Source: an optimization exercise on an open RTL-to-GDS flow (aim: a short achievable clock period and few clock cycles). Production flows keep margins and buffers that such runs may drop. In this exercise RTL edits were held to simulation tests only and were not proved equivalent to the original. Power is estimated from default activity; no workload was simulated.

### flow/config.mk
export PLATFORM = sky130hd
export DESIGN_NAME = riscvsingle
export DESIGN_NICKNAME = riscvsingle
export VERILOG_FILES = /design/flow/design.v
export SDC_FILE = /design/flow/constraint.sdc
export NUM_CORES = 4
export LEC_CHECK = 0
export CAP_MARGIN = 20
export CORE_MARGIN = 2
export CORE_UTILIZATION = 40
export SETUP_SLACK_MARGIN = 1.0
export SLEW_MARGIN = 20
### flow/constraint.sdc
create_clock -name core_clock -period 29.0 [get_ports {clk}]
set_input_delay 5.8000 -clock core_clock [delete_from_list [all_inputs] [get_ports {clk}]]
set_output_delay 5.8000 -clock core_clock [all_outputs]
set_load 0.01 [all_outputs]
### flow/run.sh
#!/bin/bash
# synth_recipe.tcl (not shown) runs the flow's synth.tcl, then flattens the netlist and writes it again
# the make line also repeats each setting of config.mk as NAME=value (left out here)
make -C /OpenROAD-flow-scripts/flow DESIGN_CONFIG=/design/flow/config.mk WORK_HOME=/design/flow/orfs CLKGATE_MAP_FILE= SYNTH_SCRIPT=/design/flow/synth_recipe.tcl finish
### flow/design.v
module riscvsingle(
    clk,
    n_rst,
    PC,
    Instr,
    MemWriteE,
    ALUResult,
    WriteData,
    ByteEnable,
    ReadData
);
    parameter RESET_PC = 32'h1000_0000;
    input clk, n_rst;
    input [31:0] Instr, ReadData;
    output [31:0] PC, ALUResult, WriteData;
    output [3:0] ByteEnable;
    output MemWriteE;
    localparam [6:0] OP_LUI = 7'b0110111, OP_AUIPC = 7'b0010111,
                     OP_JAL = 7'b1101111, OP_JALR = 7'b1100111,
                     OP_BR = 7'b1100011, OP_LOAD = 7'b0000011,
                     OP_STORE = 7'b0100011, OP_IMM = 7'b0010011,
                     OP_REG = 7'b0110011;
    reg  [31:0] pc_f;           
    reg  [31:0] pc_i;           
    reg         kill_i;         
    reg  [31:0] sk, pc_sk;      
    reg         sk_v;
    reg         stall_1d;
    reg  [31:0] ir, pc_x;       
    reg         v_x;
    wire        stall;
    wire        redirect;
    wire [31:0] target;
    assign PC = pc_f;
    always @(posedge clk or negedge n_rst) begin
        if (!n_rst) begin
            pc_f     <= RESET_PC;
            pc_i     <= RESET_PC;
            kill_i   <= 1'b1;
            stall_1d <= 1'b0;
            sk_v     <= 1'b0;
            v_x      <= 1'b0;
        end else begin
            if (redirect)   pc_f <= target;
            else if (!stall) pc_f <= pc_f + 32'd4;
            pc_i     <= pc_f;
            kill_i   <= redirect;
            stall_1d <= stall;
            if (!stall_1d) sk_v <= ~kill_i;
            if (redirect)      v_x <= 1'b0;
            else if (!stall)   v_x <= stall_1d ? sk_v : ~kill_i;
        end
    end
    always @(posedge clk) begin
        if (!stall_1d) begin
            sk    <= Instr;
            pc_sk <= pc_i;
        end
        if (!stall) begin
            ir   <= stall_1d ? sk : Instr;
            pc_x <= stall_1d ? pc_sk : pc_i;
        end
    end
    wire [6:0] opc = ir[6:0];
    wire [2:0] f3  = ir[14:12];
    wire [4:0] rs1 = ir[19:15];
    wire [4:0] rs2 = ir[24:20];
    wire [4:0] rd  = ir[11:7];
    wire is_lui   = opc == OP_LUI;
    wire is_auipc = opc == OP_AUIPC;
    wire is_jal   = opc == OP_JAL;
    wire is_jalr  = opc == OP_JALR;
    wire is_br    = opc == OP_BR;
    wire is_load  = opc == OP_LOAD;
    wire is_store = opc == OP_STORE;
    wire is_imm   = opc == OP_IMM;
    wire is_reg   = opc == OP_REG;
    wire use1 = is_jalr | is_br | is_load | is_store | is_imm | is_reg;
    wire use2 = is_br | is_store | is_reg;
    wire wr_rd = (is_lui | is_auipc | is_jal | is_jalr | is_imm | is_reg) & (rd != 5'd0);
    wire ld_rd = is_load & (rd != 5'd0);
    wire [31:0] imm_i = {{20{ir[31]}}, ir[31:20]};
    wire [31:0] imm_s = {{20{ir[31]}}, ir[31:25], ir[11:7]};
    wire [31:0] imm_b = {{20{ir[31]}}, ir[7], ir[30:25], ir[11:8], 1'b0};
    wire [31:0] imm_j = {{12{ir[31]}}, ir[19:12], ir[20], ir[30:21], 1'b0};
    wire [31:0] imm_u = {ir[31:12], 12'h0};
    reg        m1_ld, m2_ld, m3_ld, m4_ld;
    reg [4:0]  m1_rd, m2_rd, m3_rd, m4_rd;
    reg [2:0]  m1_f3, m2_f3, m3_f3, m4_f3;
    reg [1:0]  m2_a, m3_a, m4_a;
    reg [31:0] rd_q;
    reg  [31:0] ld_data;
    wire [31:0] ld_w = rd_q >> {m4_a, 3'b000};
    always @(*) begin
        case (m4_f3)
            3'b000: ld_data = {{24{ld_w[7]}}, ld_w[7:0]};
            3'b001: ld_data = {{16{ld_w[15]}}, ld_w[15:0]};
            3'b100: ld_data = {24'h0, ld_w[7:0]};
            3'b101: ld_data = {16'h0, ld_w[15:0]};
            default: ld_data = rd_q;
        endcase
    end
    reg [31:0] rf [1:31];
    wire [31:0] rf1 = (rs1 == 5'd0) ? 32'h0 : rf[rs1];
    wire [31:0] rf2 = (rs2 == 5'd0) ? 32'h0 : rf[rs2];
    wire fw1 = m4_ld & (m4_rd == rs1);
    wire fw2 = m4_ld & (m4_rd == rs2);
    wire [31:0] a = fw1 ? ld_data : rf1;
    wire [31:0] b = fw2 ? ld_data : rf2;
    function automatic pend(input [4:0] r, input l1, input [4:0] r1,
                            input l2, input [4:0] r2, input l3, input [4:0] r3);
        pend = (r != 5'd0) & ((l1 & (r1 == r)) | (l2 & (r2 == r)) | (l3 & (r3 == r)));
    endfunction
    assign stall = v_x & ((use1 & pend(rs1, m1_ld, m1_rd, m2_ld, m2_rd, m3_ld, m3_rd)) |
                          (use2 & pend(rs2, m1_ld, m1_rd, m2_ld, m2_rd, m3_ld, m3_rd)));
    wire fire = v_x & ~stall;
    wire [31:0] opb = is_reg ? b : imm_i;
    wire        sub = is_reg & ir[30];
    wire [31:0] sum = a + (sub ? ~opb : opb) + {31'h0, sub};
    wire        lt  = {~a[31], a[30:0]} < {~opb[31], opb[30:0]};
    wire        ltu = a < opb;
    wire [4:0]  sh  = opb[4:0];
    wire [63:0] sra64 = {{32{a[31]}}, a} >> sh;
    wire [31:0] sra = sra64[31:0];
    wire [31:0] srl = a >> sh;
    reg  [31:0] alu;
    always @(*) begin
        case (f3)
            3'b000: alu = sum;
            3'b001: alu = a << sh;
            3'b010: alu = {31'h0, lt};
            3'b011: alu = {31'h0, ltu};
            3'b100: alu = a ^ opb;
            3'b101: alu = ir[30] ? sra : srl;
            3'b110: alu = a | opb;
            default: alu = a & opb;
        endcase
    end
    wire [31:0] pc4 = pc_x + 32'd4;
    reg  [31:0] res;
    always @(*) begin
        if (is_lui)                 res = imm_u;
        else if (is_auipc)          res = pc_x + imm_u;
        else if (is_jal | is_jalr)  res = pc4;
        else                        res = alu;
    end
    wire beq  = a == b;
    wire blt  = {~a[31], a[30:0]} < {~b[31], b[30:0]};
    wire bltu = a < b;
    reg  taken;
    always @(*) begin
        case (f3)
            3'b000: taken = beq;
            3'b001: taken = ~beq;
            3'b100: taken = blt;
            3'b101: taken = ~blt;
            3'b110: taken = bltu;
            3'b111: taken = ~bltu;
            default: taken = 1'b0;
        endcase
    end
    wire [31:0] jalr_t = a + imm_i;
    assign target = is_jalr ? {jalr_t[31:1], 1'b0} : pc_x + (is_jal ? imm_j : imm_b);
    assign redirect = fire & (is_jal | is_jalr | (is_br & taken));
    wire x_we = fire & wr_rd;
    wire x_wl = fire & (wr_rd | ld_rd);    
    genvar gi;
    generate
        for (gi = 1; gi < 32; gi = gi + 1) begin : RF
            always @(posedge clk) begin
                if (x_we && rd == gi)
                    rf[gi] <= res;
                else if (m4_ld && m4_rd == gi)
                    rf[gi] <= ld_data;
            end
        end
    endgenerate
    reg [31:0] addr_q;
    reg        mwe_q;
    reg [31:0] sd_q;
    reg [2:0]  sf3_q;
    reg [31:0] wd_q;
    reg [3:0]  be_q;
    assign ALUResult = addr_q;
    assign MemWriteE = mwe_q;
    assign WriteData = wd_q;
    assign ByteEnable = be_q;
    wire [31:0] addr_x = a + (is_store ? imm_s : imm_i);
    always @(posedge clk or negedge n_rst) begin
        if (!n_rst) begin
            mwe_q <= 1'b0;
            m1_ld <= 1'b0;
            m2_ld <= 1'b0;
            m3_ld <= 1'b0;
            m4_ld <= 1'b0;
        end else begin
            mwe_q <= fire & is_store;
            m1_ld <= fire & ld_rd;
            m2_ld <= m1_ld & ~(x_wl & (rd == m1_rd));
            m3_ld <= m2_ld & ~(x_wl & (rd == m2_rd));
            m4_ld <= m3_ld & ~(x_wl & (rd == m3_rd));
        end
    end
    always @(posedge clk) begin
        addr_q <= addr_x;
        sd_q   <= b;
        sf3_q  <= f3;
        m1_rd  <= rd;
        m1_f3  <= f3;
        m2_rd  <= m1_rd;  m2_f3 <= m1_f3;  m2_a <= addr_q[1:0];
        m3_rd  <= m2_rd;  m3_f3 <= m2_f3;  m3_a <= m2_a;
        m4_rd  <= m3_rd;  m4_f3 <= m3_f3;  m4_a <= m3_a;
        rd_q   <= ReadData;
        case (sf3_q)
            3'b000: begin
                wd_q <= {24'h0, sd_q[7:0]} << {addr_q[1:0], 3'b000};
                be_q <= 4'b0001 << addr_q[1:0];
            end
            3'b001: begin
                wd_q <= addr_q[1] ? {sd_q[15:0], 16'h0} : {16'h0, sd_q[15:0]};
                be_q <= addr_q[1] ? 4'b1100 : 4'b0011;
            end
            3'b010: begin
                wd_q <= sd_q;
                be_q <= 4'b1111;
            end
            default: begin
                wd_q <= 32'h0;
                be_q <= 4'b0000;
            end
        endcase
    end
endmodule
==> summary.txt, run 1 <==
GRT
  – Pin count of the biggest net entering global routing: 66
  – Initial antenna violation count: 41
  – Vias in the first global route: 77500
  – GRT overflow: 0
  – First-pass GRT wire length: 664000 µm
  – Tot GR Track Use: 45.7%

Place
  – Hpwl dp: 322000 µm
  – PortBufs: 166
  – Routability congestion estimate: 1.08
  – Placed instance area: 0.0885 mm²

Routing
  – DR iter-0 viols: 18600
  – WL final: 499000 µm
  – Post-DR vias/cell: 7.35
  – Pre-antenna DRT Iters: 14
  – Routed Antenna Nets: 0
  – Via count: 84900
  – DRC violations left: 0
  – Post-DR wirelength/cell: 43.2 µm

Worst setup path
  – Crit path capture: pc_f[31]
  – Startpoint Class: flop
  – CP Max Fanout: 65
  – FF-to-FF Start: ir[16]
  – Arrival time at the worst endpoint: 11240 ps
  – Crit path max-delay family: simple AND/OR/NAND/NOR gates
  – CP endpoint kind: flop
  – Reg2Reg Setup Slack: 18440 ps
  – CP dominant cell by count: buf_4
  – CP bufs+invs: 7
  – Reg2Reg Capture Point: pc_f[31]
  – Slowest cell delay on critical path: 970 ps
  – Critical path origin: ir[16]
  – Slowest cell on crit path: nor4_1
  – Setup Crit Path Kind: flop to flop
  – Stages on the worst setup path: 26
  – Worst path required time: 29680 ps
  – Reg2reg path depth: 26

Logic synthesis
  – Asr flop ratio synth: 5.36%
  – Ys Warns: 34
  – Sequential area share after synthesis: 46.1%
  – Synth unique cells: 105
  – Syn_nets: 9121
  – Area contributors post-synth: edfxtp_1 38%, a22oi_1 6.0%, dfxtp_1 5.7%, a21oi_1 4.9%, o21ai_0 4.1%
  – Predominant post-synthesis flop cell: edfxtp_1
  – Share of the synthesized area in the top cell type: 38.2%
  – Flops & latches, synth: 1363
  – Area leader, netlist: edfxtp_1
  – Cells after Synth: 8803
  – Synthesized cell area: 0.0829 mm²
  – Avg Inst Size Synth: 9.42 µm²
  – EDFF count, synth: 1056

Power and ir drop
  – LEAKAGE: 35.6 nW
  – Pwr dens: 66.2 mW/mm²
  – Peak VDD IR: 0.0689 mV

Timing
  – Fmax: 94.7 MHz
  – Slew headroom: 9.12%
  – Worst Max-Slew Pin Slew: 1360 ps
  – Final hold violation count: 0
  – Min Tclk post-route: 10560 ps
  – Setup TNS: 0 ps
  – Slew Viols, Final: 0
  – RSZ-0062 raised after global routing: no
  – Endpoints failing setup: 0
  – Period utilization: 36.4%
  – Layout Skew: 104 ps

Floorplanning
  – Rows: 167
  – Die width: 459 µm
  – Starting Density: 40.1%
  – Die H: 459 µm
  – Die area: 0.211 mm²
  – Core area: 0.207 mm²
  – IO Count: 167

Finish
  – Synthesis-to-layout area growth: 13.2%
  – Share of layout cells above drive strength 1: 12.7%
  – Final instance area: 0.0938 mm²
  – Combined area of the multi-input logic cells: 0.0417 mm²
  – Sequential cell area: 0.0382 mm²
  – Fill count: 19500
  – Final nets: 8993

CTS
  – Post-CTS Resized: 0
  – Max clock buf depth: 3
  – # Post-CTS Setup Buffers: 0
  – CTS Hold Bufs: 0
  – Clock transition time at the flip-flop clock pins of the worst setup and hold paths: 60 ps
  – Root buffer cell: clkbuf_16
  – Sink Count: 1363
  – TritonCTS buffer count: 157
  – CTS tree: done
  – Clock Latency Late Sink: 920 ps
  – H-tree levels: 4

Job
  – Max-Cap Viols: 0

Status
  – Status: finished clean

Hold path
  – Worst hold-check path type: flop to flop
layer usage:
layer | vias up | share of wire, % | track usage [%]
met5 | - | 0.057 | 0.666
met4 | 30 | 10 | 34.1
met3 | 2760 | 16 | 19.8
met2 | 8803 | 40 | 64.1
met1 | 40600 | 35 | 55.1
li1 | 32700 | - | -
flip-flops by register name (all words and copies together), names as in the netlist, 2 cells and up:
signal  flops
sd_q       32
sf3_q       3
pc_sk      32
sk         32
m3_a        2
ir         32
m2_rd       5
m4_f3       3
m2_f3       3
be_q        4
rf        992
pc_i       32
wd_q       32
m4_a        2
m3_f3       3
addr_q     32
pc_f       32
m2_a        2
rd_q       32
pc_x       32
m1_rd       5
m3_rd       5
m4_rd       5
kinds of logic after synthesis:
family	after synthesis	share of synthesized area, %
multiplexers	436	5.71
flip-flops	1363	46.1
AO/OA/AOI/OAI	2851	22.0
AND/OR/NAND/NOR	2695	15.1
adder cells (fa/ha/maj)	252	3.85
buffers and inverters	1003	5.05
XOR/XNOR	203	2.14
Yosys cell counts, types with 15 or more instances:
| library cell | number |
|---|---|
| a2111oi_0 | 62 |
| a211oi_1 | 45 |
| a21o_1 | 103 |
| a21oi_1 | 804 |
| a221oi_1 | 34 |
| a222oi_1 | 49 |
| a22o_1 | 36 |
| a22oi_1 | 664 |
| a31oi_1 | 38 |
| and2_1 | 62 |
| and3_1 | 233 |
| buf_1 | 44 |
| buf_2 | 151 |
| buf_4 | 17 |
| buf_6 | 22 |
| clkbuf_1 | 592 |
| dfrtp_1 | 70 |
| dfxtp_1 | 234 |
| edfxtp_1 | 1056 |
| ha_1 | 247 |
| inv_1 | 164 |
| mux2_1 | 27 |
| mux2_2 | 246 |
| mux2i_1 | 161 |
| nand2_1 | 853 |
| nand2b_1 | 45 |
| nand3_1 | 285 |
| nand4_1 | 153 |
| nor2_1 | 745 |
| nor2b_1 | 43 |
| nor3_1 | 117 |
| nor4_1 | 44 |
| o211ai_1 | 27 |
| o21a_1 | 42 |
| o21ai_0 | 683 |
| o21ai_1 | 40 |
| o21bai_1 | 26 |
| o31ai_1 | 15 |
| or4_1 | 23 |
| xnor2_1 | 109 |
| xor2_1 | 94 |
per-stage QoR:
step | setup slack (ps) | power (W) | utilization (%) | hold WS [ps] | std cells
after floorplan | 22640 | 0.00340 | - | 310 | 8803
after global placement | 19300 | 0.00410 | 42.8 | 311 | 11200
after detailed placement | 19170 | 0.00412 | 42.8 | 314 | 11200
after CTS | 19100 | 0.00613 | 45.3 | 328 | 11500
after global routing | 18270 | 0.00636 | 45.4 | 333 | 11500
final | 18440 | 0.00621 | 45.4 | 326 | 11600
layout by cell type (no fill, tap or decap), drive strengths merged, types with 69 or more instances in the layout:
master	instances
o21ai	723
a22oi	676
and3	233
mux2i	161
buf	378
ha	247
inv	180
dfrtp	70
a21o	103
mux2	273
nand4	153
nand2	854
nor3	117
clkinv	69
xnor2	109
nand3	285
xor2	94
clkdlybuf4s50	165
clkbuf	197
edfxtp	1056
dfxtp	234
a21oi	807
nor2	747
worst min path at each step:
stage | start | endpoint | slack [ps] | cells past startpoint
2_1_floorplan | m2_a[0] | m3_a[0] | 310 | 0
3_3_place_gp | m2_f3[1] | m3_f3[1] | 310 | 0
3_5_place_dp | m2_f3[1] | m3_f3[1] | 310 | 0
4_1_cts | m3_f3[1] | m4_f3[1] | 330 | 0
5_1_grt | m2_f3[1] | m3_f3[1] | 330 | 0
6_report | m3_f3[1] | m4_f3[1] | 330 | 0
layout make-up:
type                    count  share of cell area [%]
multi-input cells        6437                    44.5
clock buffers             197                    4.49
clock inverters            91                    1.02
inverters                 173                   0.692
repair buffers            543                    4.87
well taps                2704                    3.61
flip-flops and latches   1363                    40.7
diodes                     42                   0.112
power by group:
| part | total, W | leakage [nW] | internal, W | switching, W |
|---|---|---|---|---|
| registers | 0.00241 | 12.5 | 0.00228 | 0.000135 |
| logic | 0.00175 | 20.6 | 0.000602 | 0.00115 |
| clock network | 0.00205 | 2.49 | 0.00111 | 0.000934 |
Testbench counts, summed over its fixed seeds: cycles 283,359.
==> run 2, diff against run 1 <==
--- a/flow/design.v
+++ b/flow/design.v
@@ -20,7 +20,10 @@
                      OP_BR = 7'b1100011, OP_LOAD = 7'b0000011,
                      OP_STORE = 7'b0100011, OP_IMM = 7'b0010011,
                      OP_REG = 7'b0110011;
-    reg  [31:0] pc_f;           
+    reg  [31:0] pc_fn;          
+    wire [31:0] pc_f = ~pc_fn;
+    reg  [31:0] pc_o;           
+    reg  [31:0] pc_nx;
     reg  [31:0] pc_i;           
     reg         kill_i;         
     reg  [31:0] sk, pc_sk;      
@@ -30,35 +33,72 @@
     reg         v_x;
     wire        stall;
     wire        redirect;
-    wire [31:0] target;
-    assign PC = pc_f;
+    assign PC = pc_o;
+    localparam BB = 4, NB = 1 << BB, TW = 10;
+    reg  [NB-1:0] btb_v;
+    reg  [TW-1:0] btb_tag [0:NB-1];
+    reg  [31:0]   btb_tgt [0:NB-1];
+    wire [BB-1:0] fidx = pc_f[BB+1:2];
+    wire          hit = btb_v[fidx] & (btb_tag[fidx] == pc_f[BB+TW+1:BB+2]);
+    wire [31:0]   pred_f = hit ? btb_tgt[fidx] : pc_f + 32'd4;
+    reg  [31:0]   pred_i, pred_sk, pred_x;    
+    reg           hit_i;
+    wire        i_jal = Instr[6:0] == OP_JAL;
+    wire        i_bbr = (Instr[6:0] == OP_BR) & Instr[31];
+    wire [31:0] i_imm_j = {{12{Instr[31]}}, Instr[19:12], Instr[20], Instr[30:21], 1'b0};
+    wire [31:0] i_imm_b = {{20{Instr[31]}}, Instr[7], Instr[30:25], Instr[11:8], 1'b0};
+    wire [31:0] i_tgt_j = pc_i + i_imm_j;
+    wire [31:0] i_tgt_b = pc_i + i_imm_b;
+    wire        er = (i_jal | i_bbr) & ~kill_i & ~hit_i & ~stall_1d & ~stall & ~redirect;
+    reg         er_x;
+    wire          btb_we;
+    wire [31:0]   npc_x;       
+    wire          taken_x;
     always @(posedge clk or negedge n_rst) begin
         if (!n_rst) begin
-            pc_f     <= RESET_PC;
+            pc_fn    <= ~RESET_PC;
+            pc_o     <= RESET_PC;
             pc_i     <= RESET_PC;
             kill_i   <= 1'b1;
             stall_1d <= 1'b0;
             sk_v     <= 1'b0;
             v_x      <= 1'b0;
+            btb_v    <= {NB{1'b0}};
         end else begin
-            if (redirect)   pc_f <= target;
-            else if (!stall) pc_f <= pc_f + 32'd4;
+            pc_fn    <= ~pc_nx;
+            pc_o     <= pc_nx;
             pc_i     <= pc_f;
-            kill_i   <= redirect;
+            kill_i   <= redirect | er;
             stall_1d <= stall;
             if (!stall_1d) sk_v <= ~kill_i;
             if (redirect)      v_x <= 1'b0;
             else if (!stall)   v_x <= stall_1d ? sk_v : ~kill_i;
-        end
+            if (btb_we) btb_v[pc_x[BB+1:2]] <= taken_x;
+        end
+    end
+    always @(*) begin
+        if (redirect)    pc_nx = npc_x;
+        else if (stall)  pc_nx = pc_f;
+        else if (er)     pc_nx = i_jal ? i_tgt_j : i_tgt_b;
+        else             pc_nx = pred_f;
     end
     always @(posedge clk) begin
+        pred_i <= pred_f;
+        hit_i  <= hit;
         if (!stall_1d) begin
-            sk    <= Instr;
-            pc_sk <= pc_i;
+            sk      <= Instr;
+            pc_sk   <= pc_i;
+            pred_sk <= pred_i;
         end
         if (!stall) begin
-            ir   <= stall_1d ? sk : Instr;
-            pc_x <= stall_1d ? pc_sk : pc_i;
+            ir     <= stall_1d ? sk : Instr;
+            pc_x   <= stall_1d ? pc_sk : pc_i;
+            pred_x <= stall_1d ? pred_sk : pred_i;
+            er_x   <= stall_1d ? 1'b0 : er;
+        end
+        if (btb_we) begin
+            btb_tag[pc_x[BB+1:2]] <= pc_x[BB+TW+1:BB+2];
+            btb_tgt[pc_x[BB+1:2]] <= npc_x;
         end
     end
     wire [6:0] opc = ir[6:0];
@@ -160,8 +200,16 @@
         endcase
     end
     wire [31:0] jalr_t = a + imm_i;
-    assign target = is_jalr ? {jalr_t[31:1], 1'b0} : pc_x + (is_jal ? imm_j : imm_b);
-    assign redirect = fire & (is_jal | is_jalr | (is_br & taken));
+    wire [31:0] tgt_r  = {jalr_t[31:1], 1'b0};
+    wire [31:0] tgt_bj = pc_x + (is_jal ? imm_j : imm_b);
+    assign taken_x = is_jal | is_jalr | (is_br & taken);
+    assign npc_x = taken_x ? (is_jalr ? tgt_r : tgt_bj) : pc4;
+    wire eq_seq = pred_x == pc4;
+    wire eq_bj  = pred_x == tgt_bj;
+    wire eq_r   = pred_x == tgt_r;
+    wire pred_ok = er_x ? taken_x : taken_x ? (is_jalr ? eq_r : eq_bj) : eq_seq;
+    assign redirect = fire & ~pred_ok;
+    assign btb_we = fire & (is_jal | is_jalr | is_br);
     wire x_we = fire & wr_rd;
     wire x_wl = fire & (wr_rd | ld_rd);    
     genvar gi;
==> flow/flow/run.sh (new file) <==
#!/bin/bash
# The standard layout, with timing repair aimed well below the clock period:
# repair_timing works on every path whose slack is under SETUP_SLACK_MARGIN,
# so a margin of 22 ns at the 29 ns clock makes it shorten paths to about 7 ns.
# The clock, constraints and synthesis are the standard flow's own.
set -uo pipefail
bash standard.sh SETUP_SLACK_MARGIN=22 finish > standard_flow.log 2>&1
==> flow/standard.sh (new file) <==
#!/bin/bash
# synth_recipe.tcl (not shown) runs the flow's synth.tcl, then flattens the netlist and writes it again
# the make line also repeats each setting of config.mk as NAME=value (left out here)
make -C /OpenROAD-flow-scripts/flow DESIGN_CONFIG=/design/flow/config.mk WORK_HOME=/design/flow/orfs CLKGATE_MAP_FILE= SYNTH_SCRIPT=/design/flow/synth_recipe.tcl "${@:-finish}"
--- a/flow/config.mk
+++ b/flow/config.mk
@@ -5,6 +5,7 @@
 export SDC_FILE = /design/flow/constraint.sdc
 export NUM_CORES = 4
 export LEC_CHECK = 0
+export ABC_CLOCK_PERIOD_IN_PS = 5000
 export CAP_MARGIN = 20
 export CORE_MARGIN = 2
 export CORE_UTILIZATION = 40
removed: flow/run.sh
==> run 2 against run 1 <==
Effect of this change:
- still clean on timing, DRC and antenna
- worst setup slack improved by 1100 ps
- register-to-register slack better by 1900 ps
- combinational power up 120%
- largest cell class is now flip-flops and latches
- largest power group unchanged
==> summary.txt, run 2 <==
Timing
  – Worst Max-Slew Pin Slew: 1330 ps (-34.3 ps)
  – Endpoints failing setup: 0 (unchanged)
  – Min Tclk post-route: 9450 ps (-1100 ps)
  – Setup TNS: 0 ps (unchanged)
  – Period utilization: 32.6% (-3.8 points)
  – Final hold violation count: 0 (unchanged)
  – Fmax: 106 MHz (+12%)
  – Slew headroom: 11.4% (+2.3 points)
  – RSZ-0062 raised after global routing: yes
  – Slew Viols, Final: 0 (unchanged)
  – Crit path setup slack, layout: 19550 ps (+1100 ps)
  – Layout Skew: 133 ps (+29.0 ps)

Worst setup path
  – Crit path capture: pc_o[30]
  – Worst path required time: 29900 ps (+220 ps)
  – Startpoint Class: primary input
  – Reg2Reg Setup Slack: 20340 ps (+1900 ps)
  – FF-to-FF Start: ir[18]
  – CP Max Fanout: 3 (-95%)
  – Arrival time at the worst endpoint: 10350 ps (-890 ps)
  – Setup Crit Path Kind: primary input to flop
  – Reg2Reg Capture Point: pc_o[30]
  – Reg2reg path depth: 38 (+46%)
  – Critical path origin: Instr[9]
  – CP endpoint kind: flop

Logic synthesis
  – Predominant post-synthesis flop cell: edfxtp_1
  – Asr flop ratio synth: 5.55% (+0.19 points)
  – Top-count cell post-synth: edfxtp_1
  – Area leader, netlist: edfxtp_1
  – Flops & latches, synth: 2181 (+60%)
  – Ys Warns: 34 (unchanged)
  – Synth unique cells: 114 (+8.6%)
  – List of most frequent post-synthesis cells: 1761 x edfxtp_1, 1020 x nor2_1, 997 x nand2_1, 938 x a21oi_1, 769 x clkbuf_1
  – Sequential area share after synthesis: 53.0% (+6.9 points)
  – Synthesized cell area: 0.117 mm² (+41%)
  – EDFF count, synth: 1761 (+67%)
  – Cells after Synth: 11000 (+24%)
  – Syn_nets: 11300 (+24%)
  – Area contributors post-synth: edfxtp_1 45%, dfxtp_1 5.1%, a22oi_1 4.6%, mux4_2 4.2%, a21oi_1 4.0%
  – Avg Inst Size Synth: 10.7 µm² (+13%)
  – Share of the synthesized area in the top cell type: 45.2% (+7.0 points)

Power and ir drop
  – LEAKAGE: 53.3 nW (+50%)
  – Final Power: 0.0110 W (+77%)
  – Pwr dens: 75.4 mW/mm² (+14%)
  – Peak VDD IR: 0.0865 mV (+26%)

Floorplanning
  – Rows: 198 (+19%)
  – Die width: 545 µm (+19%)
  – Die H: 545 µm (+19%)
  – Core area: 0.291 mm² (+41%)
  – Die area: 0.297 mm² (+41%)
  – IO Count: 167 (unchanged)
  – Starting Density: 40.2% (+0.067 points)

Routing
  – WL final: 689000 µm (+38%)
  – Pre-antenna DRT Iters: 10 (-4)
  – DRC violations left: 0 (unchanged)
  – DR iter-0 viols: 21000 (+13%)
  – Via count: 111000 (+31%)
  – WL met3: 101000 µm (+29%)
  – Routed wl met2: 272000 µm (+38%)
  – WL met1: 252000 µm (+46%)
  – Max layer used: met5
  – Post-DR vias/cell: 7.12 (-3.1%)
  – Post-DR wirelength/cell: 44.2 µm (+2.3%)
  – Routed Antenna Nets: 0 (unchanged)

GRT
  – Pin count of the biggest net entering global routing: 76 (+15%)
  – Tot GR Track Use: 44.6% (-1.1 points)
  – Vias in the first global route: 100000 (+30%)
  – GRT overflow: 0 (unchanged)
  – Initial antenna violation count: 51 (+24%)
  – First-pass GRT wire length: 899000 µm (+35%)

Hold path
  – Worst hold path depth: 0 (unchanged)
  – Worst hold-check path type: flop to flop

Finish
  – Share of layout cells above drive strength 1: 25.3% (+13 points)
  – Fill count: 25800 (+32%)
  – Final Util: 50.0% (+4.6 points)
  – Most flops, register: rf
  – Synthesis-to-layout area growth: 24.4%
  – Commonest non-fill, non-tap cell in the layout: edfxtp_1
  – Final nets: 11800 (+31%)
  – Max FFs per register: 992 (unchanged)
  – Commonest cells after routing, fill and taps aside: 1761 x edfxtp_1, 976 x nand2_1, 918 x nor2_1

CTS
  – TritonCTS buffer count: 240 (+53%)
  – Sink Count: 2181 (+60%)
  – Clock Latency Late Sink: 1010 ps (+90 ps)
  – H-tree levels: 4 (unchanged)
  – CTS tree: done
  – Clock transition time at the flip-flop clock pins of the worst setup and hold paths: 60 ps (about the same)
  – Max clock buf depth: 4 (+1)
  – Root buffer cell: clkbuf_16

Place
  – PortBufs: 166 (unchanged)
  – Place WS: 17060 ps (-2110 ps)
  – Hpwl dp: 414000 µm (+29%)
  – Routability congestion estimate: 1.03 (-4.7%)

Job
  – Max-Cap Viols: 0 (unchanged)

Status
  – Status: finished clean
-- run 2: changes by cell type in the layout (fill, tap and decap cells not counted), moves of 80 or more --
cell | before | now
mux4_2 | 2 | 216
nor2_1 | 683 | 918
o21ai_0 | 649 | 523
clkbuf_16 | 161 | 260
mux2_2 | 246 | 166
buf_4 | 373 | 638
buf_6 | 0 | 167
o21ai_2 | 3 | 119
buf_12 | 0 | 113
edfxtp_1 | 1056 | 1761
nand2_1 | 850 | 976
a21oi_2 | 11 | 163
clkdlybuf4s50_1 | 165 | 55
-- run 2: repair_timing --
item / in CTS / in global routing
setup buffers: 367 / 82
resized for setup: 1567 / 481
hold buffers: 0 / 0
pin swaps: 242 / 217
gates cloned: 68 / 21
endpoints found under the setup margin: 1873 / 1010
-- run 2: critical path: stages --
cell and delay, ps:
clkdlybuf4s50_1 630, mux2_4 400, ha_4 220, a211oi_2 230, nor2_2 80, nor4_2 270
nor3_1 90, a211o_1 290, o41ai_4 350, o21ai_2 140, o41ai_4 400, o31ai_2 120
a221o_1 380, a41oi_2 200, a21oi_2 100, a21oi_2 140, xor2_1 180, o21ai_2 90
o211a_1 220
-- run 2: how the worst min path moves through the flow --
stage          startpoint        to  slack (ps)
2_1_floorplan     m2_a[0]   m3_a[0]         310
3_3_place_gp      m2_a[1]   m3_a[1]         310
4_1_cts          m2_f3[0]  m3_f3[0]         330
5_1_grt           m3_a[0]   m4_a[0]         330
3_5_place_dp     m2_f3[0]  m3_f3[0]         310
6_report          m3_a[1]   m4_a[1]         320
-- run 2: cells by family (layout without fill, tap and decap cells) --
family	after synthesis	after routing	share of synthesized area, %
and+or+nand+nor	3285	3286	13.1
AOI/OAI and AO/OA	3169	3171	17.4
DFF	2181	2181	53.0
buffers and inverters	1182	1827	3.95
muxes	580	580	7.48
adders and majority gates	288	288	3.12
xor gates and xnor gates	268	268	2.01
other	0	66	0
-- run 2: per-stage QoR --
step	cell area, µm²	std cells	hold WS, ps
finish	145000	15600	324
detailed placement	125000	14500	312
global route	145000	15500	331
floorplan	117000	11000	310
global placement	125000	14500	313
CTS	142000	15400	326
-- run 2: layout make-up --
class / instances / area, µm² / area share [%]
timing repair buffer: 1146 / 12900 / 8.91
multi-input combinational: 7593 / 56600 / 38.9
sequential: 2181 / 62000 / 42.7
tap: 3900 / 4880 / 3.36
clock buffer: 313 / 6490 / 4.47
inverter: 235 / 972 / 0.669
antenna: 66 / 165 / 0.114
clock inverter: 133 / 1340 / 0.921
-- run 2: metal layers --
metal,vias to the layer above,GRT usage (%)
li1,42400,-
met1,54900,57.2
met2,10600,61.3
met3,2922,17.1
met4,26,31.7
met5,-,0.0487
-- run 2: where the power goes --
part / switching [W] / internal (W) / total, W
Combinational: 0.00231 / 0.00150 / 0.00382
Sequential: 0.000245 / 0.00377 / 0.00402
Clock: 0.00138 / 0.00175 / 0.00313
Testbench counts of run 2, summed over its fixed seeds: cycles 241,221.

re-timing with driven ports:
The results above use ideal ports. As a check the final layouts listed here were re-extracted and re-timed, cells and wires unchanged.
Step 1 sets driving cells, clkbuf_16 on the clock port and buf_2 on the other inputs (assumed; they add their load-dependent delay and slew).
Step 2 moves the port delays by t, midway between the first and last clock arrival at a register: inputs arrive t later, outputs are due t later. That takes back most of the time a late clock gives input paths.
a / b / c = ideal / step 1 / step 2; a / b = the first two.
run	t (ns)	setup slack, ns	worst hold slack (ns)	worst setup path at the end	pins driven straight from the clock port
run 1	0.966	18.443 / 18.443 / 18.443	0.326 / 0.326 / 0.326	register to register	1
run 2	1.058	19.545 / 19.639 / 18.580	0.324 / 0.324 / 0.324	input to register	1
After both steps every run listed still meets setup and hold. The setup slack of run 2, which loses most, moves by +0.094 ns with the drivers and by -0.965 ns with both steps.
